Context: an optimization exercise on an open-source flow, tuned for a short achievable clock period and few clock cycles per item. The choices shown serve that exercise and are no tape-out recipe. In this exercise RTL edits were held to simulation tests only and were not proved equivalent to the original. No activity file was given, so power comes from the tool's default toggle rates.

## flow/design.v (module list and top-level ports; edited modules follow where they fit)
// module divider: 2345 lines
// module divider_top: 19 lines
module divider_top (
  input  wire        clk,
  input  wire        rst,
  input  wire        start,
  input  wire [31:0] dividend,
  input  wire [31:0] divisor,
  output wire        ready,
  output reg         done,
  output wire [31:0] quotient
);
  // ...
==> flow/flow/run.sh <==
#!/bin/bash
# Standard ORFS layout with two changes to how hard it optimises timing; the SDC,
# the clock period and the synthesis are unchanged:
#  - a setup-slack margin (flow/margin.txt, ns), so that repair_timing keeps
#    improving the critical path well past the loose clock period;
#  - the port buffers are buf_4 cells instead of the default delay-buffer
#    cell that the footprint-matched resizer never swaps out.
set -euo pipefail
MARGIN=$(cat "$(dirname "$0")/margin.txt")
bash standard.sh SETUP_SLACK_MARGIN=$MARGIN \
  "BUFFER_PORTS_ARGS=-buffer_cell sky130_fd_sc_hd__buf_4" finish > standard.log 2>&1
==> flow/flow/margin.txt <==
128
==> flow/standard.sh <==
#!/bin/bash
# synth_recipe.tcl (not shown) runs the flow's synth.tcl, then flattens the netlist and writes it again
# the make line also repeats each setting of config.mk as NAME=value (left out here)
make -C /OpenROAD-flow-scripts/flow DESIGN_CONFIG=/design/flow/config.mk WORK_HOME=/design/flow/orfs CLKGATE_MAP_FILE= SYNTH_SCRIPT=/design/flow/synth_recipe.tcl "${@:-finish}"
==> flow/config.mk <==
export PLATFORM = sky130hd
export DESIGN_NAME = divider_top
export DESIGN_NICKNAME = divider_top
export VERILOG_FILES = /design/flow/design.v
export SDC_FILE = /design/flow/constraint.sdc
export NUM_CORES = 4
export LEC_CHECK = 0
export CAP_MARGIN = 20
export CORE_MARGIN = 2
export CORE_UTILIZATION = 35
export CTS_BUF_LIST = sky130_fd_sc_hd__clkbuf_8 sky130_fd_sc_hd__clkbuf_16
export SLEW_MARGIN = 20
==> flow/constraint.sdc <==
create_clock -name core_clock -period 170.0 [get_ports {clk}]
set_input_delay 34.0000 -clock core_clock [delete_from_list [all_inputs] [get_ports {clk}]]
set_output_delay 34.0000 -clock core_clock [all_outputs]
set_load 0.01 [all_outputs]
==> flow_metrics.tcl, run 1 <==
set metrics [dict create \
    syn_to_final_growth_pct 20.7 \
    max_freq_mhz 20.8 \
    post_cts_buffers 488 \
    gp_congestion 1.10 \
    status "timing/DRC/antenna clean" \
    cts_made_buffers 91 \
    synth_top_area_share_pct 27.1 \
    yosys_warnings 2 \
    start_kind "primary input" \
    cap_viol_max_count 0 \
    async_reset_ff_share_pct 0 \
    worstHoldPathType "in -> reg" \
    diodes 79 \
    cp_num_buf_inv 9 \
    crit_path_end "u_div.rem_r[15]$_DFF_P_" \
    syn_area_mm2 0.143 \
    ctsHoldBuffers 0 \
    nWellTaps 5451 \
    critPathSlowestCell "a222oi_1" \
    final_cells 25100 \
    drc_errors 0 \
    switching_share_pct 57.2 \
    grt_pass1_vias 152000 \
    pwr_density_cell_mw_per_mm2 14.6 \
    seq_area_share_pct 6.87 \
    seq_cell_count 592 \
    critical-path-max-stage-delay_ns 0.55 \
]
Testbench counts, summed over its fixed seeds: cycles 1,600, items 1,600.
==> run 2, diff against run 1 <==
--- a/flow/config.mk
+++ b/flow/config.mk
@@ -7,6 +7,6 @@
 export LEC_CHECK = 0
 export CAP_MARGIN = 20
 export CORE_MARGIN = 2
-export CORE_UTILIZATION = 35
+export CORE_UTILIZATION = 45
 export CTS_BUF_LIST = sky130_fd_sc_hd__clkbuf_8 sky130_fd_sc_hd__clkbuf_16
 export SLEW_MARGIN = 20
==> run 2 against run 1 <==
Utilization increased by 11 points. Via count up 1.0%. Synthesized cell count did not move. Final cell count shrank 5.3%. Largest cell class unchanged. Largest power group unchanged. Die area fell by 22%. Global-route usage increased by 13 points. Combinational power about the same. Fmax decreased by 0.13%. Critical path type is now reg -> out. Worst hold slack improved by 0.056 ns.
==> flow_metrics.tcl, run 2 <==
set metrics [dict create \
    final_cell_mix "ha_1, inv_1, a21oi_1" \
    p_seq_share_pct 8.3 \
    crit_path_frequent_cell "buf_6" \
    critical-path-max-stage-delay_ns 0.74 \
    grt_usage_pct 51.8 \
    io_pins 101 \
    overflow 0 \
    synthFlopType "dfxtp_1" \
    regMostFlops "u_div.m31_r" \
    synth_cell_types 110 \
    final_cells 23800 \
    slew_violations 0 \
    critical_path_class "reg -> out" \
    drc_errors 0 \
    rows 207 \
    synth_largest_area_cell "ha_1" \
    detail-route-antenna-nets 0 \
    max_freq_mhz 20.8 \
    synth_commonest_cells "ha_1, inv_1, a21oi_1" \
    worstMarginPinSlew_ns 1.28 \
    status "timing/DRC/antenna clean" \
    die-area_mm2 0.323 \
    die_w_um 568 \
    synth.most_common_cell "ha_1" \
    p_comb_share_pct 83.3 \
    setup_tns_ns 0 \
    syn_avg_cell_area_um2 7.79 \
    fillers 30800 \
    startpoint "u_div.m25_r[2]$_DFF_P_" \
    syn_area_mm2 0.143 \
    worstHoldPathType "in -> reg" \
    port_buffers 99 \
    num_vias 161000 \
    syn_nets 22000 \
    async_reset_ff_share_pct 0 \
    htree_levels 3 \
    period_share_pct 28.3 \
    cts_sinks 592 \
    largest_reg_flops 32 \
    grt_max_degree 33 \
    critPathMaxFanout 22 \
    cts_root_buf "clkbuf_16" \
    synth-seq-cells 592 \
    cts.clk_slew.worst_paths_ns 0.06 \
    grt_pass1_vias 151000 \
    drive_gt1_share_pct 13.3 \
    start_kind "flop" \
    synth-edff-count 0 \
    yosys_warnings 2 \
    syn_inst 18400 \
    setup_viol 0 \
    peakVddDrop_mv 0.0121 \
    wl_per_cell_um 36.8 \
    seq_area_frac_synth_pct 8.27 \
    drt-pass1-iter-count 13 \
    cp.arrival_ns 14.03 \
    crit_required_ns 136.00 \
    synth_top_area_share_pct 27.1 \
    antenna_found_initial 107 \
    fp.coreArea_mm2 0.318 \
    finish.instance_area_mm2 0.170 \
    worstHoldStart "rst" \
    cts_tree "built" \
    die_h_um 568 \
    gp_congestion 1.11 \
    p_int_w 0.00107 \
    slew_headroom_pct 14.0 \
    wl_mm 876 \
    grt_pass1_wl_mm 1180 \
    drt_iter0_markers 21500 \
    holdPathStages 2 \
    holdPathEnd "done$_SDFF_PP0_" \
    pwr_density_cell_mw_per_mm2 14.9 \
    hold_viol 0 \
    placed_cell_area_mm2 0.154 \
    switching_share_pct 58.0 \
    p_leak_nw 79.1 \
    dp_cells 22900 \
    ctsHoldBuffers 0 \
    critPathSlowestCell "nor2_4" \
    cts_buffer_depth 4 \
    cts_made_buffers 90 \
    pwr-share-clk_pct 8.4 \
    cap_viol_max_count 0 \
    largest_registers "u_div.m31_r x32, u_div.m29_r x31" \
    crit_path_end_kind "output port" \
    final_common_cell "ha_1" \
    syn_to_final_growth_pct 18.8 \
    fin_nets 23000 \
    layout_min_cycle_time_ns 48.03 \
    power_switching_w 0.00147 \
    viasPerCell 6.78 \
    rsz0062_at_grt "true" \
    dp_hpwl_mm 690 \
    synth_area_leaders "ha_1, dfxtp_1, xnor2_1" \
    start_util_pct 45.1 \
]
-- run 2: cell counts after synthesis --
Identical to the previous run, type by type.
-- run 2: layer usage --
layer  routed length, um  track usage [%]  vias to the layer above
li1                    -                -                    69900
met1              318000             60.2                    76700
met2              343000             73.8                    11100
met3              116000             19.4                     3603
met4               98800             46.5                       44
met5                 451            0.402                        -
-- run 2: kinds of logic after synthesis --
family	count (synthesis)	synth area share, %
multiplexers	10	0.0707
AO/OA/AOI/OAI	5960	27.1
adder cells (fa/ha/maj)	3512	32.7
AND/OR/NAND/NOR	4679	16.4
flip-flops	592	8.27
other	1	0.00262
XOR/XNOR	1647	10.1
buffers and inverters	2005	5.30
-- run 2: timing repair --
item,in CTS,in global routing
setup endpoints to repair,38,37
setup buffers,390,168
resized for setup,1188,456
pin swaps,283,285
cloned,15,3
endpoints found under the hold margin,0,0
-- run 2: worst max path at each step --
stage / end / cells after the start / slack, ns
floorplan: u_div.rem_r[6]$_DFF_P_ / 63 / 121.89
global placement: u_div.rem_r[11]$_DFF_P_ / 63 / 117.27
detailed placement: u_div.rem_r[6]$_DFF_P_ / 64 / 117.00
CTS: u_div.rem_r[15]$_DFF_P_ / 70 / 122.29
global route: u_div.rem_r[11]$_DFF_P_ / 74 / 121.57
finish: quotient[3] / 55 / 121.97
-- run 2: worst max-delay path: cells and delay by family (launching register included) --
family	cells	cell delay (ns)
AO/OA/AOI/OAI	26	6.37
buffers and inverters	12	2.03
AND/OR/NAND/NOR	14	3.22
adder cells (fa/ha/maj)	3	1.05
flip-flops	1	0.29
-- run 2: area by class of cell --
class | instances | area, um2 | area share [%]
tap | 4180 | 5230 | 3.07
timing repair buffer | 1186 | 11200 | 6.57
antenna | 93 | 233 | 0.137
multi-input combinational | 15800 | 132000 | 77.5
inverter | 1759 | 6670 | 3.92
clock buffer | 96 | 2330 | 1.37
clock inverter | 63 | 820 | 0.481
sequential | 592 | 11900 | 6.97
-- run 2: through the flow --
step,utilization [%],setup slack (ns),hold WS (ns),total power [W]
2_1_floorplan,-,121.89,34.03,0.00139
3_3_place_gp,48.3,117.27,34.10,0.00207
3_5_place_dp,48.4,117.00,34.11,0.00207
4_1_cts,52.4,122.29,33.22,0.00239
5_1_grt,53.6,121.57,33.27,0.00263
6_report,53.6,121.97,33.24,0.00254
-- run 2: power by group through the flow --
stage          sequential [W]  combinational [W]  clock (W)
3_5_place_dp         0.000212            0.00186          0
4_1_cts              0.000209            0.00197   0.000213
2_1_floorplan        0.000201            0.00118          0
6_report             0.000211            0.00212   0.000213
5_1_grt              0.000213            0.00220   0.000217
3_3_place_gp         0.000210            0.00186          0
==> run 3, diff against run 2 <==
==> flow/run.sh (new file) <==
#!/bin/bash
# synth_recipe.tcl (not shown) runs the flow's synth.tcl, then flattens the netlist and writes it again
# the make line also repeats each setting of config.mk as NAME=value (left out here)
make -C /OpenROAD-flow-scripts/flow DESIGN_CONFIG=/design/flow/config.mk WORK_HOME=/design/flow/orfs CLKGATE_MAP_FILE= SYNTH_SCRIPT=/design/flow/synth_recipe.tcl finish
--- a/flow/config.mk
+++ b/flow/config.mk
@@ -7,6 +7,6 @@
 export LEC_CHECK = 0
 export CAP_MARGIN = 20
 export CORE_MARGIN = 2
-export CORE_UTILIZATION = 45
+export CORE_UTILIZATION = 40
 export CTS_BUF_LIST = sky130_fd_sc_hd__clkbuf_8 sky130_fd_sc_hd__clkbuf_16
 export SLEW_MARGIN = 20
removed: flow/flow/run.sh
removed: flow/flow/margin.txt
removed: flow/standard.sh
==> run 3 against run 2 <==
Now fails the layout checks on max-capacitance violations, max-slew violations. Sequential power barely moved. Global-route usage down 5.8 points. First-iteration DRC count fell by 8.5%. Worst hold slack improved by 0.28 ns. Setup slack lost 5.5 ns. Utilization fell by 9.3 points. Critical path type is now in -> reg. Largest cell class unchanged.
==> flow_metrics.tcl, run 3 <==
set metrics [dict create \
    start_util_pct 40.2 \
    start_kind "primary input" \
    largest_registers "u_div.m31_r x32, u_div.m29_r x31" \
    regMostFlops "u_div.m31_r" \
    final_common_cell "ha_1" \
    cts_made_buffers 91 \
    layout_min_cycle_time_ns 53.57 \
    htree_levels 3 \
    pwr_density_cell_mw_per_mm2 15.2 \
    cts_resized 0 \
    slew_violations 2 \
    final_core_util_pct 44.3 \
    viasPerCell 6.55 \
    drt_iter0_markers 19600 \
    yosys_warnings 2 \
    synth_largest_area_cell "ha_1" \
    p_leak_nw 74.4 \
    status "finished with violations" \
    critical-path-max-stage-delay_ns 1.03 \
    gp_congestion 1.08 \
    final_cell_mix "ha_1, inv_1, a21oi_1" \
    synthFlopType "dfxtp_1" \
    total_power_w 0.00239 \
    synth_top_area_share_pct 27.1 \
    async_reset_ff_share_pct 0 \
    grt_pass1_wl_mm 1170 \
    worstMarginPinSlew_ns 1.53 \
    fp.coreArea_mm2 0.356 \
    rsz0062_at_grt "false" \
    critPathSlowestCell "ha_1" \
    largest_reg_flops 32 \
    num_vias 156000 \
    die_w_um 603 \
    cts.clk_slew.worst_paths_ns 0.07 \
    synth_area_leaders "ha_1, dfxtp_1, xnor2_1" \
    cts_tree "built" \
    worstHoldPathType "in -> reg" \
    power_switching_w 0.00140 \
    ctsHoldBuffers 0 \
    p_int_w 0.000992 \
    wl_mm 869 \
    synth_commonest_cells "ha_1, inv_1, a21oi_1" \
    drc_errors 0 \
    synth-edff-count 0 \
    checkFailReasons "max-capacitance violations, max-slew violations" \
    syn_area_mm2 0.143 \
    wl_per_cell_um 36.4 \
    cts_root_buf "clkbuf_16" \
    p_comb_share_pct 82.2 \
    io_pins 101 \
    final_cells 23900 \
    die-area_mm2 0.363 \
    hold_viol 0 \
    die_h_um 603 \
    peakVddDrop_mv 0.00891 \
    slew_headroom_pct -1.85 \
    port_buffers 99 \
    grt_usage_pct 46.0 \
    setup_tns_ns 0 \
    seq_area_frac_synth_pct 8.27 \
    crit_path_end_kind "flop" \
    drt-pass1-iter-count 10 \
    crit_required_ns 170.77 \
    cts_sinks 592 \
    synth-seq-cells 592 \
    cts_buffer_depth 4 \
    synth.most_common_cell "ha_1" \
    p_seq_share_pct 8.8 \
    pwr-share-clk_pct 9.0 \
    fin_nets 22500 \
    cap_viol_max_count 1 \
    post_cts_buffers 0 \
    period_share_pct 31.5 \
    grt_pass1_vias 148000 \
    holdPathStages 1 \
    dp_hpwl_mm 714 \
    max_freq_mhz 18.7 \
    dp_cells 23600 \
    grt_max_degree 33 \
    overflow 0 \
    syn_inst 18400 \
    syn_nets 22000 \
    critPathMaxFanout 19 \
    detail-route-antenna-nets 0 \
    antenna_found_initial 131 \
    holdPathEnd "u_div.m1_r[27]$_DFF_P_" \
    worstHoldStart "divisor[27]" \
    drive_gt1_share_pct 5.76 \
    synth_cell_types 110 \
    syn_to_final_growth_pct 10.0 \
    rows 219 \
    syn_avg_cell_area_um2 7.79 \
    critical_path_class "in -> reg" \
    crit_path_frequent_cell "o21a_1" \
    setup_viol 0 \
    cp.arrival_ns 54.34 \
    switching_share_pct 58.5 \
]
run 3: cell counts after synthesis:
No cell type changed its count.
run 3: power groups by stage:
| stage | Combinational, W | Sequential, W | Clock, W |
|---|---|---|---|
| final | 0.00196 | 0.000210 | 0.000216 |
| after global routing | 0.00207 | 0.000213 | 0.000221 |
| after CTS | 0.00188 | 0.000209 | 0.000217 |
| after detailed placement | 0.00187 | 0.000212 | 0 |
| after global placement | 0.00188 | 0.000210 | 0 |
| after floorplan | 0.00117 | 0.000201 | 0 |
run 3: stage by stage:
step                area, um2  hold slack, ns  setup slack, ns
floorplan              143000           34.03           119.50
CTS                    157000           33.49           117.10
global route           157000           33.52           115.71
global placement       154000           34.36           116.27
detailed placement     154000           34.37           116.22
finish                 158000           33.52           116.43
run 3: worst max-delay path by stage:
stage / startpoint / end / slack [ns] / cells past startpoint
3_5_place_dp: divisor[13] / u_div.rem_r[6]$_DFF_P_ / 116.22 / 64
5_1_grt: divisor[13] / u_div.rem_r[6]$_DFF_P_ / 115.71 / 64
4_1_cts: divisor[13] / u_div.rem_r[6]$_DFF_P_ / 117.10 / 64
6_report: divisor[13] / u_div.rem_r[6]$_DFF_P_ / 116.43 / 64
2_1_floorplan: divisor[1] / u_div.rem_r[6]$_DFF_P_ / 119.50 / 66
3_3_place_gp: divisor[13] / u_div.rem_r[6]$_DFF_P_ / 116.27 / 64
run 3: kinds of logic after synthesis:
family | synth area share (%)
flops | 8.27
compound gates | 27.1
buf+inv | 5.30
xor+xnor | 10.1
fa+ha+maj | 32.7
simple gates | 16.4
other cells | 0.00262
mux | 0.0707
run 3: worst max-delay path: cells and delay by family:
kind	cells	cell delay, ns
AOI/OAI and AO/OA	32	9.09
and+or+nand+nor	17	5.56
buffers and inverters	9	2.94
adders and majority gates	5	2.59
muxes	1	0.06
run 3: final cells by class:
class                   instances  area, um2
well taps                    4751       5940
flip-flops and latches        592      11900
clock buffers                 104       2480
repair buffers                688       5280
diodes                        109        273
fillers                     36500     198000
inverters                    1759       6600
multi-input cells           15800     125000
clock inverters                60        771
run 3: metal layers:
metal  up-vias  wire length (um)  global-route usage [%]
li1      68800                 -                       -
met1     75300            333000                    55.7
met2      9535            353000                    67.8
met3      2603             98700                    13.5
met4        64             83700                    36.8
met5         -               899                       0
==> run 4, diff against run 3 <==
==> flow/config.mk (replaced) <==
export PLATFORM = sky130hd
export DESIGN_NAME = divider_top
export DESIGN_NICKNAME = divider_top
export VERILOG_FILES = /design/flow/design.v
export SDC_FILE = /design/flow/constraint.sdc
export NUM_CORES = 4
export LEC_CHECK = 0
export CAP_MARGIN = 40
export CORE_MARGIN = 2
export CORE_UTILIZATION = 35
export CTS_BUF_LIST = sky130_fd_sc_hd__clkbuf_8 sky130_fd_sc_hd__clkbuf_16
export SLEW_MARGIN = 40
==> run 4 against run 3 <==
The run now finishes clean. Die area grew 14%. Routed wire length shrank 2.7%. Worst hold slack lost 0.12 ns. Final area grew 0.56%. Non-clock buffer count shrank 47.
==> flow_metrics.tcl, run 4 <==
set metrics [dict create \
    cp_num_buf_inv 9 \
    overflow 0 \
    synth_top_area_share_pct 27.1 \
    worstMarginPinSlew_ns 1.09 \
    cts_root_buf "clkbuf_16" \
    setup_viol 0 \
    synthFlopType "dfxtp_1" \
    crit_family "compound AO/OA/AOI/OAI gates" \
    gp_congestion 1.10 \
    start_util_pct 35.1 \
    async_reset_ff_share_pct 0 \
    cts_buffer_depth 4 \
    dp_hpwl_mm 693 \
    critPathSlowestCell "nor3_1" \
    multiInputGateArea_mm2 0.125 \
    setup_tns_ns 0 \
    drive_gt1_share_pct 5.90 \
    wl_mm 846 \
    htree_levels 3 \
    syn_inst 18400 \
    drc_errors 0 \
    cap_viol_max_count 0 \
    synth-seq-cells 592 \
    fillers 42700 \
    detail-route-antenna-nets 0 \
    pwr_density_cell_mw_per_mm2 14.9 \
    slew_violations 0 \
    regMostFlops "u_div.m31_r" \
    start_kind "flop" \
    grt_max_degree 33 \
    synth_largest_area_cell "ha_1" \
    fp.coreArea_mm2 0.409 \
    peakVddDrop_mv 0.0110 \
    hold_viol 0 \
    syn_to_final_growth_pct 10.6 \
    max_freq_mhz 18.9 \
    grt_pass1_wl_mm 1140 \
    die-area_mm2 0.415 \
    dp_cells 24300 \
    seq_area_mm2 0.0119 \
    viasPerCell 6.32 \
    worstHoldPathType "in -> reg" \
    final_cell_mix "ha_1, inv_1, a21oi_1" \
    synth_area_leaders "ha_1, dfxtp_1, xnor2_1" \
    cts_tree "built" \
    die_h_um 644 \
    status "timing/DRC/antenna clean" \
    cts_made_buffers 91 \
    holdPathEnd "u_div.m1_r[21]$_DFF_P_" \
    period_share_pct 31.1 \
    grt_pass1_vias 147000 \
    holdPathStages 1 \
    ctsHoldBuffers 0 \
    cts_sinks 592 \
    critPathMaxFanout 31 \
    final_cells 24500 \
    fin_nets 22500 \
    crit_required_ns 136.00 \
    final_common_cell "ha_1" \
    die_w_um 644 \
    cts.clk_slew.worst_paths_ns 0.07 \
    grt_usage_pct 39.1 \
    synth.most_common_cell "ha_1" \
    p_leak_nw 74.4 \
    seq_area_frac_synth_pct 8.27 \
    synth_commonest_cells "ha_1, inv_1, a21oi_1" \
    worstHoldStart "divisor[21]" \
    post_cts_buffers 0 \
    syn_area_mm2 0.143 \
    largest_reg_flops 32 \
    syn_nets 22000 \
    critical_path_class "reg -> out" \
    cts_resized 0 \
    syn_avg_cell_area_um2 7.79 \
    largest_registers "u_div.m31_r x32, u_div.m29_r x31" \
    antenna_found_initial 110 \
    synth-edff-count 0 \
    io_pins 101 \
    drt-pass1-iter-count 10 \
    drt_iter0_markers 18300 \
    crit_path_end_kind "output port" \
    crit_path_frequent_cell "buf_4" \
    num_vias 155000 \
    layout_min_cycle_time_ns 52.81 \
    critical-path-max-stage-delay_ns 0.76 \
    slew_headroom_pct 26.5 \
    rsz0062_at_grt "false" \
    rows 235 \
    synth_cell_types 110 \
    wl_per_cell_um 34.6 \
    startpoint "u_div.m31_r[0]$_DFF_P_" \
    yosys_warnings 2 \
    port_buffers 99 \
    cp.arrival_ns 18.81 \
]
run 4: cell count changes in the layout (fill, tap and decap cells not counted), moves of 8 or more:
cell	change
xor2_1	-18
buf_4	-52
xnor2_1	-13
xor2_2	+14
o21ai_1	+8
clkinv_2	-8
a2111oi_0	-8
diode_2	-49
o21ai_0	-10
xnor2_2	+13
run 4: area by class of cell:
| cell class | count | share of cell area [%] |
|---|---|---|
| antenna | 60 | 0.0947 |
| clock inverter | 58 | 0.394 |
| timing repair buffer | 641 | 3.11 |
| tap | 5451 | 4.30 |
| multi-input combinational | 15800 | 78.9 |
| clock buffer | 103 | 1.54 |
| sequential | 592 | 7.48 |
| inverter | 1759 | 4.16 |
run 4: cells by family after synthesis:
group / share of synthesized area (%)
xor+xnor: 10.1
buf+inv: 5.30
compound gates: 27.1
simple gates: 16.4
mux: 0.0707
fa+ha+maj: 32.7
flops: 8.27
other cells: 0.00262
run 4: worst max path at each step:
stage / end / slack [ns] / depth (start not counted)
after floorplan: u_div.rem_r[6]$_DFF_P_ / 119.50 / 66
after global placement: u_div.rem_r[6]$_DFF_P_ / 116.88 / 67
after detailed placement: u_div.rem_r[6]$_DFF_P_ / 116.75 / 64
after CTS: u_div.rem_r[6]$_DFF_P_ / 117.64 / 64
after global routing: u_div.rem_r[6]$_DFF_P_ / 116.35 / 67
final: quotient[4] / 117.19 / 52
run 4: per-stage QoR:
stage                     hold WS [ns]  utilization (%)  setup WS, ns  power [W]  area [um2]
after global routing             33.39             38.8        116.35    0.00247      158000
final                            33.40             38.8        117.19    0.00236      159000
after global placement           34.33             37.8        116.88    0.00205      155000
after CTS                        33.35             38.7        117.64    0.00228      158000
after detailed placement         34.34             38.0        116.75    0.00207      155000
after floorplan                  34.03                -        119.50    0.00138      143000
run 4: power by group:
group / internal (W) / switching [W] / leakage [nW]
sequential: 0.000189 / 0.0000203 / 4.96
combinational: 0.000676 / 0.00127 / 67.9
clock: 0.000117 / 0.0000920 / 1.54
run 4: metal layers:
layer / global-route usage (%) / routed length (um) / up-vias
met5: 0 / 277 / -
met4: 32.3 / 84400 / 40
met3: 9.81 / 88100 / 2577
met2: 59.3 / 351000 / 8959
met1: 46.6 / 322000 / 74500
li1: - / - / 68600

## re-timing with driven ports
No port has a modelled driver above. Below, the same layouts with a new extraction and two added sets of constraints. Step 1: set_driving_cell puts a clkbuf_16 on clk and a buf_2 on each other input, an assumption about the parent block. Step 2, shift: input delay + t, output delay - t, t = (earliest + latest rising clock arrival at the registers) / 2. This alone moves slack from input paths to output paths. Three values: no drivers, after step 1, after step 2; two values: the first two.
| run | shift t [ns] | setup slack, ns | hold WS [ns] | worst register clock-pin slew, ns |
|---|---|---|---|---|
| run 1 | 1.007 | 122.030 / 122.008 / 121.075 | 33.186 / 33.100 / 34.108 | 0.09 / 0.09 |
| run 2 | 0.958 | 121.968 / 121.836 / 121.104 | 33.241 / 33.136 / 34.094 | 0.08 / 0.08 |
| run 3 | 0.968 | 116.434 / 116.436 / 115.558 | 33.519 / 33.431 / 34.399 | 0.07 / 0.07 |
| run 4 | 1.020 | 117.190 / 117.079 / 116.548 | 33.399 / 33.307 / 34.327 | 0.09 / 0.09 |
For run 1, which loses most, drivers alone change the setup slack by -0.022 ns; drivers and shift together by -0.955 ns.
